This is an optimization exercise on Yosys and OpenROAD, whose aim is small area, not a production implementation.
In this exercise RTL edits were held to simulation tests only and were not proved equivalent to the original.
No activity file was given, so power comes from the tool's default toggle rates.

==> flow/design.v <==
module Topmodule(
    input wire Clk,
    input wire Data,
    input wire Reset,
    input wire En,
    output reg Out
    );
    wire rst = Reset | ~En;
    reg [8:0] cnt;
    wire sat = cnt[8] & cnt[7];             
    always @(posedge Clk)
        if (rst) cnt <= 9'd0;
        else if (!sat) cnt <= cnt + 1'b1;
    reg [68:0] r;
    wire ins = (cnt < 9'd69);
    wire clr = (cnt >= 9'd276) && (cnt <= 9'd300);
    always @(posedge Clk)
        r <= {r[67:0], ins ? Data : (r[68] & ~clr)};
    reg [4:0] q;                            
    always @(posedge Clk)
        q <= {q[3:0], Out};
    wire cs6 = Out, cs5 = q[0], cs4 = q[1], cs2 = q[3], cs1 = q[4];
    wire o1 = cs1 ^ cs2 ^ cs4 ^ cs5;
    wire o2 = cs1 ^ cs4 ^ cs5 ^ cs6;
    wire [4:0] u = cnt[4:0];
    wire sigw = (cnt >= 9'd272) && (cnt <= 9'd294);
    wire datw = (cnt >= 9'd320) && (cnt <= 9'd343);
    wire l26 = r[65], l25 = r[66], l24 = r[67], l23 = r[68];
    wire l22 = r[0],  l21 = r[1],  l20 = r[2],  l19 = r[3];
    wire e3 = r[19], e2 = r[20], e1 = r[21], e0 = r[22];
    wire em1 = r[23], em2 = r[24], em3 = r[25], em4 = r[26];
    wire A25 = l25 ^ l23 ^ l22 ^ l20 ^ l19;
    wire B25 = l25 ^ l24 ^ l23 ^ l22 ^ l19;
    wire A26 = l26 ^ l24 ^ l23 ^ l21 ^ l20;
    wire B26 = l26 ^ l25 ^ l24 ^ l23 ^ l20;
    wire A3  = e3 ^ e1 ^ e0 ^ em2 ^ em3;
    wire B2  = e2 ^ e1 ^ e0 ^ em1 ^ em4;
    localparam [23:0] K1 = 24'b110000010011111100000011;
    localparam [23:0] K2 = 24'b101111000111011001110010;
    reg p1, p2;                             
    always @(*) begin
        case (u)
            5'd0, 5'd3, 5'd6, 5'd9, 5'd12, 5'd15, 5'd18, 5'd21: begin p1 = 1'b1; p2 = 1'b0; end
            5'd1, 5'd4, 5'd7, 5'd10, 5'd13, 5'd16, 5'd19, 5'd22: begin p1 = 1'b0; p2 = 1'b1; end
            default: begin p1 = 1'b0; p2 = 1'b0; end
        endcase
    end
    wire F1 = ((u == 5'd1) ? A26 : p1 ? A25 : B2) ^ K1[u];
    wire F2 = ((u == 5'd0 || u == 5'd1) ? B26 : p2 ? B25 : A3) ^ K2[u];
    wire b  = (F1 ^ o1) & (F2 ^ o2);
    always @(posedge Clk)
        Out <= ~rst & ((sigw & r[64]) | (datw & b));
endmodule
clock: 12.0 ns
lec_check: 0
cap_margin: 20
core_margin: 2
core_utilization: 40
slew_margin: 20
run.sh (not shown) runs the stock make flow with config.mk's settings and CLKGATE_MAP_FILE= SYNTH_SCRIPT=/design/flow/synth_recipe.tcl, a recipe that flattens the netlist after the stock synthesis.
Next try:
==> flow/design.v (replaced) <==
module Topmodule(
    input wire Clk,
    input wire Data,
    input wire Reset,
    input wire En,
    output reg Out
    );
    wire rst = Reset | ~En;
    reg [8:0] cnt;
    wire sat = cnt[8] & cnt[7];
    always @(posedge Clk)
        if (rst) cnt <= 9'd0;
        else if (!sat) cnt <= cnt + 1'b1;
    reg [6:0] L;
    always @(posedge Clk)
        L <= {L[5:0], Data};
    reg [53:0] r;
    wire ins0  = (cnt <= 9'd47);
    wire in0   = Data & (cnt >= 9'd25);
    wire ins6  = (cnt <= 9'd22);
    wire ins30 = (cnt >= 9'd47) && (cnt <= 9'd70);
    wire b;
    always @(posedge Clk)
        r <= {r[52:30], ins30 ? b : r[29], r[28:6], ins6 ? Data : r[5], r[4:0], ins0 ? in0 : r[53]};
    wire l26 = Data, l25 = L[0], l24 = L[1], l23 = L[2];
    wire l22 = L[3], l21 = L[4], l20 = L[5], l19 = L[6];
    wire e3  = r[22], e2  = r[23], e1  = r[24], e0  = r[25];
    wire em1 = r[26], em2 = r[27], em3 = r[28], em4 = r[29];
    wire A25 = l25 ^ l23 ^ l22 ^ l20 ^ l19;
    wire B25 = l25 ^ l24 ^ l23 ^ l22 ^ l19;
    wire A26 = l26 ^ l24 ^ l23 ^ l21 ^ l20;
    wire B26 = l26 ^ l25 ^ l24 ^ l23 ^ l20;
    wire A3  = e3 ^ e1 ^ e0 ^ em2 ^ em3;
    wire B2  = e2 ^ e1 ^ e0 ^ em1 ^ em4;
    wire cs6 = r[30] & (cnt >= 9'd48);
    wire cs5 = r[31] & (cnt >= 9'd49);
    wire cs4 = r[32] & (cnt >= 9'd50);
    wire cs2 = r[34] & (cnt >= 9'd52);
    wire cs1 = r[35] & (cnt >= 9'd53);
    wire o1 = cs1 ^ cs2 ^ cs4 ^ cs5;
    wire o2 = cs1 ^ cs4 ^ cs5 ^ cs6;
    wire [8:0] jj = cnt - 9'd47;           
    wire [4:0] u = jj[4:0];
    localparam [23:0] K1 = 24'b110000010011111100000011;
    localparam [23:0] K2 = 24'b101111000111011001110010;
    reg p1, p2;                             
    always @(*) begin
        case (u)
            5'd0, 5'd3, 5'd6, 5'd9, 5'd12, 5'd15, 5'd18, 5'd21: begin p1 = 1'b1; p2 = 1'b0; end
            5'd1, 5'd4, 5'd7, 5'd10, 5'd13, 5'd16, 5'd19, 5'd22: begin p1 = 1'b0; p2 = 1'b1; end
            default: begin p1 = 1'b0; p2 = 1'b0; end
        endcase
    end
    wire F1 = ((u == 5'd1) ? A26 : p1 ? A25 : B2) ^ K1[u];
    wire F2 = ((u == 5'd0 || u == 5'd1) ? B26 : p2 ? B25 : A3) ^ K2[u];
    assign b = (F1 ^ o1) & (F2 ^ o2);
    always @(*)
        Out = ((cnt >= 9'd273) && (cnt <= 9'd295) && r[8]) |
              ((cnt >= 9'd321) && (cnt <= 9'd344) && r[33]);
endmodule
Result:
- The changed run passed the timing, design-rule and antenna checks
- synthesized area came out lower slightly
- utilization falls by 0.11 points
- worst setup slack got worse by 1.2 ns
- sequential power falls by about a fifth
- maximum frequency fell by about a fifth

---

Another version of the RTL of Topmodule (not shown whole).
For scale: about 5 I/O pins, ~0.0020 mm2 of cells after synthesis.
==> module Topmodule, before the edit <==
module Topmodule(
    input wire Clk,
    input wire Data,
    input wire Reset,
    input wire En,
    output reg Out
    );
    wire rst = Reset | ~En;
    localparam [8:0] X = 9'd23;
    reg [8:0] cnt;
    wire sat = cnt[8] & cnt[7];
    always @(posedge Clk)
        if (rst) cnt <= X;
        else if (!sat) cnt <= cnt + 1'b1;
    reg [5:0] L;
    always @(posedge Clk)
        L <= {L[4:0], Data};
    reg [53:0] r;
    wire ins0  = (cnt <= X+9'd47);
    wire in0   = Data & (cnt >= X+9'd25);
    wire ins6  = (cnt <= X+9'd22);
    wire ins30 = (cnt >= X+9'd47) && (cnt <= X+9'd70);
    wire b;
    always @(posedge Clk)
        r <= {r[52:30], ins30 ? b : r[29], r[28:6], ins6 ? Data : r[5], r[4:0], ins0 ? in0 : r[53]};
    wire l26 = Data, l25 = L[0], l24 = L[1], l23 = L[2];
    wire l22 = L[3], l21 = L[4], l20 = L[5];
    wire e3  = r[22], e2  = r[23], e1  = r[24], e0  = r[25];
    wire em1 = r[26], em2 = r[27], em3 = r[28], em4 = r[29];
    wire A26 = l26 ^ l24 ^ l23 ^ l21 ^ l20;
    wire B26 = l26 ^ l25 ^ l24 ^ l23 ^ l20;
    reg A25, B25;
    always @(posedge Clk) begin
        A25 <= A26;
        B25 <= B26;
    end
    wire A3  = e3 ^ e1 ^ e0 ^ em2 ^ em3;
    wire B2  = e2 ^ e1 ^ e0 ^ em1 ^ em4;
    wire cs6 = r[30] & (cnt >= X+9'd48);
    wire cs5 = r[31] & (cnt >= X+9'd49);
    wire cs4 = r[32] & (cnt >= X+9'd50);
    wire cs2 = r[34] & (cnt >= X+9'd52);
    wire cs1 = r[35] & (cnt >= X+9'd53);
    wire o1 = cs1 ^ cs2 ^ cs4 ^ cs5;
    wire o2 = cs1 ^ cs4 ^ cs5 ^ cs6;
    wire [8:0] jj = cnt - X - 9'd47;           
    wire [4:0] u = jj[4:0];
    localparam [23:0] K1 = 24'b110000010011111100000011;
    localparam [23:0] K2 = 24'b101111000111011001110010;
    reg p1, p2;                             
    always @(*) begin
        case (u)
            5'd0, 5'd3, 5'd6, 5'd9, 5'd12, 5'd15, 5'd18, 5'd21: begin p1 = 1'b1; p2 = 1'b0; end
            5'd1, 5'd4, 5'd7, 5'd10, 5'd13, 5'd16, 5'd19, 5'd22: begin p1 = 1'b0; p2 = 1'b1; end
            default: begin p1 = 1'b0; p2 = 1'b0; end
        endcase
    end
    wire F1 = ((u == 5'd1) ? A26 : p1 ? A25 : B2) ^ K1[u];
    wire F2 = ((u == 5'd0 || u == 5'd1) ? B26 : p2 ? B25 : A3) ^ K2[u];
    assign b = (F1 ^ o1) & (F2 ^ o2);
    always @(*)
        Out = ((cnt >= X+9'd273) && (cnt <= X+9'd295) && r[8]) |
              ((cnt >= X+9'd321) && (cnt <= X+9'd344) && r[33]);
endmodule
export LEC_CHECK = 0
export CAP_MARGIN = 20
export CORE_MARGIN = 2
export CORE_UTILIZATION = 40
export SLEW_MARGIN = 20
create_clock -name core_clock -period 12.0 [get_ports {Clk}]
standard.sh (not shown) runs the stock make flow with config.mk's settings and CLKGATE_MAP_FILE= SYNTH_SCRIPT=/design/flow/synth_recipe.tcl, a recipe that flattens the netlist after the stock synthesis.
==> flow/flow/run.sh <==
#!/bin/bash
# Standard ORFS layout with three changes:
#  - the combinational part of the standard synthesis is re-mapped for area
#    (registers, their names and cell types untouched) before floorplanning;
#  - clock tree synthesis uses small clock buffers and no dummy loads;
#  - port buffers are the smallest buffer.
# Each tool's output goes to a log file of its own in the work folder.
set -euo pipefail
W=$(pwd)
R=$W/orfs/results/$FLOW_PLATFORM/Topmodule/base
export CTS_ARGS="-sink_clustering_enable -repair_clock_nets -dont_use_dummy_load -sink_clustering_size 30 -sink_clustering_max_diameter 200 -buf_list sky130_fd_sc_hd__clkbuf_4"
export BUFFER_PORTS_ARGS="-buffer_cell sky130_fd_sc_hd__buf_1"
bash standard.sh synth > $W/flow_synth.log 2>&1
cp $R/1_2_yosys.v $W/standard_1_2_yosys.v
REMAP_NETLIST=$R/1_2_yosys.v REMAP_ABC=$W/flow/remap.abc \
  yosys -c $W/flow/remap.tcl > $W/flow_remap.log 2>&1
touch $R/1_2_yosys.v
bash standard.sh finish > $W/flow_finish.log 2>&1
==> flow/flow/remap.abc <==
strash
&get -n
&deepsyn -T 30
&put
&get -n
&st
&dch
&nf -R 1000
&put
==> flow/flow/remap.tcl <==
# Re-map the combinational logic of the standard synthesis for area.
# The registers (their instances, names and cell types) are kept as they are.
yosys -import
set lib $::env(FLOW_HOME)/platforms/sky130hd/lib/sky130_fd_sc_hd__tt_025C_1v80.lib
set net $::env(REMAP_NETLIST)
read_liberty -ignore_miss_func $lib
read_verilog $net
hierarchy -top $::env(FLOW_TOP)
blackbox sky130_fd_sc_hd__dfxtp_1
flatten
opt_clean -purge
tee -o remap_before.stat stat -liberty $lib
abc -liberty $lib -dont_use *lpflow* -dont_use *probe* -script $::env(REMAP_ABC)
opt_clean -purge
hilomap -singleton -hicell sky130_fd_sc_hd__conb_1 HI -locell sky130_fd_sc_hd__conb_1 LO
insbuf -buf sky130_fd_sc_hd__buf_4 A X
opt_clean -purge
tee -o remap_after.stat stat -liberty $lib
write_verilog -noattr -nohex -nodec $net
The starting point ran to the end with no violations.
Change:
--- a/flow/design.v
+++ b/flow/design.v
@@ -7,5 +7,5 @@
     );
     wire rst = Reset | ~En;
-    localparam [8:0] X = 9'd23;
+    localparam [8:0] X = 9'd9;
     reg [8:0] cnt;
     wire sat = cnt[8] & cnt[7];
@@ -13,7 +13,7 @@
         if (rst) cnt <= X;
         else if (!sat) cnt <= cnt + 1'b1;
-    reg [5:0] L;
+    reg [6:0] L;
     always @(posedge Clk)
-        L <= {L[4:0], Data};
+        L <= {L[5:0], Data};
     reg [53:0] r;
     wire ins0  = (cnt <= X+9'd47);
@@ -25,14 +25,11 @@
         r <= {r[52:30], ins30 ? b : r[29], r[28:6], ins6 ? Data : r[5], r[4:0], ins0 ? in0 : r[53]};
     wire l26 = Data, l25 = L[0], l24 = L[1], l23 = L[2];
-    wire l22 = L[3], l21 = L[4], l20 = L[5];
+    wire l22 = L[3], l21 = L[4], l20 = L[5], l19 = L[6];
     wire e3  = r[22], e2  = r[23], e1  = r[24], e0  = r[25];
     wire em1 = r[26], em2 = r[27], em3 = r[28], em4 = r[29];
+    wire A25 = l25 ^ l23 ^ l22 ^ l20 ^ l19;
+    wire B25 = l25 ^ l24 ^ l23 ^ l22 ^ l19;
     wire A26 = l26 ^ l24 ^ l23 ^ l21 ^ l20;
     wire B26 = l26 ^ l25 ^ l24 ^ l23 ^ l20;
-    reg A25, B25;
-    always @(posedge Clk) begin
-        A25 <= A26;
-        B25 <= B26;
-    end
     wire A3  = e3 ^ e1 ^ e0 ^ em2 ^ em3;
     wire B2  = e2 ^ e1 ^ e0 ^ em1 ^ em4;
Cell area rises by a few percent.
Routed wire length barely changes.
Clock-buffer cell count stays the same.
Flip-flop and latch count shrinks by 1.
Power went down by a few percent.
Synthesized cell count climbs by a few percent.
Synthesized area goes up by a few percent.
Sequential power decreases by a few percent.
Core utilization shrinks by 1.3 points.
Setup slack improves by 0.35 ns.
Critical path depth decreases by 2.

==> what the ideal ports hide <==
No port has a modelled driver above. Below, the same layouts with a new extraction and two added sets of constraints. Step 1, drivers: a clkbuf_16 drives Clk and a buf_2 each remaining input, both assumed. Step 2 adds t to the input delays and takes it off the output delays; t is the mean of the earliest and latest rising clock arrival at the registers after step 1. Input paths then give back, and output paths get back, about the clock's delay inside the block. Three values: ideal, step 1, step 2; two values: the first two.
run | t, ns | slack for setup (ns) | worst setup path at the end | latest minus earliest clock arrival (ns) | worst slew at a driven data input, ns
the first run of note 1 | 0.369 | 7.904 / 7.910 / 7.541 | input to register | 0.011 / 0.012 | 0.03
the second run of note 1 | 0.364 | 6.709 / 6.681 / 7.045 | register to output | 0.005 / 0.005 | 0.03
the first run of note 2 | 0.413 | 7.332 / 7.309 / 7.701 | input to register | 0.037 / 0.037 | 0.03
the second run of note 2 | 0.402 | 7.685 / 7.661 / 8.063 | register to output | 0.038 / 0.038 | 0.03
After both steps setup and hold are still met in every run listed. For the first run of note 1, which loses most, drivers alone change the setup slack by +0.006 ns; drivers and shift together by -0.363 ns.
